From an optimization exercise on the open Yosys and OpenROAD flow, aimed at small area and a short achievable clock period; shortcuts taken in it are not production practice. In this exercise RTL edits were held to simulation tests only and were not proved equivalent to the original. No driver is modelled on the clock port, so clocking that relies on it looks cheaper here than on a real chip. Power is estimated from default activity; no workload was simulated.

==> flow/design.v (excerpt) <==
module SMC_top (
    input            clk,
    input      [1:0] mode,
    input      [2:0] Vgs0, Vgs1, Vgs2, Vgs3, Vgs4, Vgs5,
    input      [2:0] Vds0, Vds1, Vds2, Vds3, Vds4, Vds5,
    input      [2:0] W0, W1, W2, W3, W4, W5,
    output reg [9:0] out
);
export LEC_CHECK = 0
export ABC_AREA = 1
export CAP_MARGIN = 20
export CORE_MARGIN = 2
export CORE_UTILIZATION = 40
export CTS_BUF_LIST = sky130_fd_sc_hd__clkbuf_8
export SLEW_MARGIN = 20
create_clock -name core_clock -period 30.0 [get_ports {clk}]
standard.sh (not shown) runs the stock make flow with config.mk's settings and CLKGATE_MAP_FILE= SYNTH_SCRIPT=/design/flow/synth_recipe.tcl, a recipe that flattens the netlist after the stock synthesis.
==> flow/flow/run.sh <==
#!/bin/bash
# Own flow: the standard synthesis, then the combinational cells are
# re-mapped by ABC (flip-flops kept as they are, same names and cells); the standard flow's
# standard layout with small port buffers. After clock tree synthesis the
# output registers' clock pins get a short buffer chain of their own, so they
# are clocked a little later than the input registers (skew that helps the
# register-to-register paths; it only lengthens the paths to the outputs).
set -euo pipefail
HERE=$(pwd)
R=$HERE/orfs/results/$FLOW_PLATFORM/SMC_top/base
LIB=$FLOW_HOME/platforms/sky130hd/lib/sky130_fd_sc_hd__tt_025C_1v80.lib
source $HERE/flow/params.sh
bash standard.sh synth > synth_std.log 2>&1
cp $R/1_2_yosys.v $HERE/synth_std.v
DU=$(grep -A40 "DONT_USE_CELLS +=" $FLOW_HOME/platforms/sky130hd/config.mk | grep -o "sky130_fd_sc_hd__[a-z0-9_]*" | sed 's/^/-dont_use /' | tr '\n' ' ')
cat > resynth.ys <<EOT
read_liberty -ignore_miss_func $LIB
blackbox sky130_fd_sc_hd__dfxtp_1
read_verilog $HERE/synth_std.v
hierarchy -top $FLOW_TOP
flatten
opt_clean
abc -script $HERE/flow/resynth.abc -liberty $LIB $DU -D $ABC_D
opt_clean -purge
hilomap -singleton -hicell sky130_fd_sc_hd__conb_1 HI -locell sky130_fd_sc_hd__conb_1 LO
stat -liberty $LIB
write_verilog -noattr -nohex -nodec $HERE/synth_re.v
EOT
yosys -s resynth.ys > resynth.log 2>&1
cp $HERE/synth_re.v $R/1_2_yosys.v
rm -f $R/1_synth.odb $R/1_synth.sdc
bash standard.sh "BUFFER_PORTS_ARGS=$PORT_BUF_ARGS" ${CTS_ARGS:+"CTS_ARGS=$CTS_ARGS"} $EXTRA_MAKE cts > layout_cts.log 2>&1
if [[ -n "$SKEW_CELLS" ]]; then
  # SKEW_CELLS: candidate chains separated by ';'. Each is tried on the placed
  # design; the one that leaves the largest worst setup slack (with no hold
  # violation) is kept.
  cp $R/4_cts.odb $HERE/4_cts_noskew.odb
  best=""; best_ws=-1000; i=0
  IFS=';' read -ra CANDS <<< "$SKEW_CELLS"
  for chain in "${CANDS[@]}"; do
    i=$((i+1))
    cp $HERE/4_cts_noskew.odb $R/4_cts.odb
    R=$R LIB=$LIB SKEW_CELLS="$chain" HOLD_FIX="${HOLD_FIX:-}" RR_DERATE=${RR_DERATE:-0} ROOT_REGS="${ROOT_REGS:-}" PRE_REPAIR="${PRE_REPAIR:-}" SKEW_WRITE=0 openroad -no_init -exit $HERE/flow/skew.tcl > skew_try$i.log 2>&1 || true
    res=$(grep '^RESULT' skew_try$i.log | tail -1 || true)
    ws=$(echo "$res" | awk '{print $2}'); wh=$(echo "$res" | awk '{print $3}')
    echo "candidate $i {$chain}: $res" >> skew_choice.log
    if [[ -n "$ws" ]] && awk -v ws="$ws" -v wh="$wh" -v b="$best_ws" 'BEGIN { exit !(wh >= 0 && ws > b) }'; then
      best="$chain"; best_ws=$ws
    fi
  done
  echo "chosen {$best}" >> skew_choice.log
  cp $HERE/4_cts_noskew.odb $R/4_cts.odb
  if [[ -n "$best" ]]; then
    R=$R LIB=$LIB SKEW_CELLS="$best" HOLD_FIX="${HOLD_FIX:-}" RR_DERATE=${RR_DERATE:-0} ROOT_REGS="${ROOT_REGS:-}" PRE_REPAIR="${PRE_REPAIR:-}" SKEW_WRITE=1 openroad -no_init -exit $HERE/flow/skew.tcl > skew.log 2>&1
  fi
fi
bash standard.sh "BUFFER_PORTS_ARGS=$PORT_BUF_ARGS" ${CTS_ARGS:+"CTS_ARGS=$CTS_ARGS"} $EXTRA_MAKE ${FINISH_MAKE:-} finish > layout.log 2>&1
==> flow/flow/params.sh <==
ABC_D=6000
PORT_BUF_ARGS="-buffer_cell sky130_fd_sc_hd__buf_1"
EXTRA_MAKE=""
SKEW_CELLS="sky130_fd_sc_hd__clkdlybuf4s50_1 sky130_fd_sc_hd__clkbuf_8;sky130_fd_sc_hd__clkdlybuf4s50_1 sky130_fd_sc_hd__clkdlybuf4s25_1 sky130_fd_sc_hd__clkbuf_8;sky130_fd_sc_hd__clkdlybuf4s50_1 sky130_fd_sc_hd__clkdlybuf4s50_1 sky130_fd_sc_hd__clkbuf_8;sky130_fd_sc_hd__clkdlybuf4s50_1 sky130_fd_sc_hd__clkdlybuf4s50_1 sky130_fd_sc_hd__clkdlybuf4s15_1 sky130_fd_sc_hd__clkbuf_8;sky130_fd_sc_hd__clkdlybuf4s50_1 sky130_fd_sc_hd__clkdlybuf4s50_1 sky130_fd_sc_hd__clkdlybuf4s25_1 sky130_fd_sc_hd__clkbuf_8;sky130_fd_sc_hd__clkdlybuf4s50_1 sky130_fd_sc_hd__clkdlybuf4s50_1 sky130_fd_sc_hd__clkdlybuf4s50_1 sky130_fd_sc_hd__clkbuf_8"
HOLD_FIX="sky130_fd_sc_hd__dlygate4sd3_1 0.15 1.0"
RR_DERATE=0.5
CTS_ARGS="-sink_clustering_enable -repair_clock_nets -dont_use_dummy_load -buf_list sky130_fd_sc_hd__clkbuf_8"
PRE_REPAIR=0.6
==> flow/flow/resynth.abc <==
strash; dch; map -D 6000; topo; buffer -p; upsize -D 6000; dnsize -D 6000
Other scripts of this flow, unchanged in this note and not shown: flow/flow/skew.tcl
Change:
==> flow/flow/params.sh (replaced) <==
ABC_D=6500
PORT_BUF_ARGS="-buffer_cell sky130_fd_sc_hd__buf_1"
EXTRA_MAKE=""
SKEW_CELLS="sky130_fd_sc_hd__clkdlybuf4s50_1 sky130_fd_sc_hd__clkbuf_8;sky130_fd_sc_hd__clkdlybuf4s50_1 sky130_fd_sc_hd__clkdlybuf4s25_1 sky130_fd_sc_hd__clkbuf_8;sky130_fd_sc_hd__clkdlybuf4s50_1 sky130_fd_sc_hd__clkdlybuf4s50_1 sky130_fd_sc_hd__clkbuf_8;sky130_fd_sc_hd__clkdlybuf4s50_1 sky130_fd_sc_hd__clkdlybuf4s50_1 sky130_fd_sc_hd__clkdlybuf4s15_1 sky130_fd_sc_hd__clkbuf_8;sky130_fd_sc_hd__clkdlybuf4s50_1 sky130_fd_sc_hd__clkdlybuf4s50_1 sky130_fd_sc_hd__clkdlybuf4s25_1 sky130_fd_sc_hd__clkbuf_8;sky130_fd_sc_hd__clkdlybuf4s50_1 sky130_fd_sc_hd__clkdlybuf4s50_1 sky130_fd_sc_hd__clkdlybuf4s50_1 sky130_fd_sc_hd__clkbuf_8;sky130_fd_sc_hd__clkdlybuf4s50_1 sky130_fd_sc_hd__clkdlybuf4s50_1 sky130_fd_sc_hd__clkdlybuf4s50_1 sky130_fd_sc_hd__clkdlybuf4s15_1 sky130_fd_sc_hd__clkbuf_8"
HOLD_FIX="sky130_fd_sc_hd__dlygate4sd3_1 0.15 1.0"
RR_DERATE=0.5
CTS_ARGS="-sink_clustering_enable -repair_clock_nets -dont_use_dummy_load -buf_list sky130_fd_sc_hd__clkbuf_8"
PRE_REPAIR=1.5
==> flow/flow/resynth.abc (replaced) <==
strash; dch; amap
The changed run finished with timing, DRC and antenna clean.
Design area decreases by 6.6%.
Clock-buffer cell count grows by 2.
Area after synthesis came out lower by 13%.
Core utilization goes up by 2.6 points.
Combinational power decreases by 27%.
Setup slack gets worse by 0.61 ns.
Cell count came out lower by 11%.
Critical path depth is unchanged.
Change:
--- a/flow/flow/params.sh
+++ b/flow/flow/params.sh
@@ -8 +8 @@
-PRE_REPAIR=1.5
+PRE_REPAIR=0.9
==> flow/flow/resynth.abc (replaced) <==
strash; dch; map -D 6500; topo; buffer -p; upsize -D 6500; dnsize -D 6500
=>
- synthesized area goes up by 11%
- maximum frequency goes up by 5.3%
- routed wire length goes up by 10%
- power goes up by 28%
- worst setup slack gets better by 0.41 ns
- via count goes up by 4.5%
- worst hold slack gets better by 0.24 ns
- count of clock-buffer cells in the layout goes down by 1
- utilization goes down by 1.9 points
- sequential share of layout area goes down by 0.68 points
- first-iteration DRC count goes up by 5.6%

-- port drivers added, routing unchanged --
How much do the figures lean on ideal ports? The routed layouts below were timed once more, with nothing changed but the port constraints. Step 1 (the two cells are an assumption about what drives the block):
set clk [get_ports {clk}]
set_driving_cell -lib_cell sky130_fd_sc_hd__clkbuf_16 $clk
set_driving_cell -lib_cell sky130_fd_sc_hd__buf_2 [delete_from_list [all_inputs] $clk]
Step 2, shift: input delay + t, output delay - t, t = (earliest + latest rising clock arrival at the registers) / 2. This alone moves slack from input paths to output paths. Three values: no drivers, after step 1, after step 2; two values: the first two.
| run | t (ns) | setup slack, ns | latest minus earliest clock arrival (ns) | worst slew at a driven data input, ns |
|---|---|---|---|---|
| the first run | 0.742 | 22.468 / 22.426 / 22.857 | 0.704 / 0.704 | 0.04 |
| the second run | 1.036 | 21.858 / 21.818 / 21.989 | 1.317 / 1.317 | 0.03 |
| the third run | 0.852 | 22.269 / 22.226 / 22.603 | 0.918 / 0.918 | 0.03 |
Clock arrivals are far apart in every run listed, so t is only a midpoint there and step 2 fits no single register.
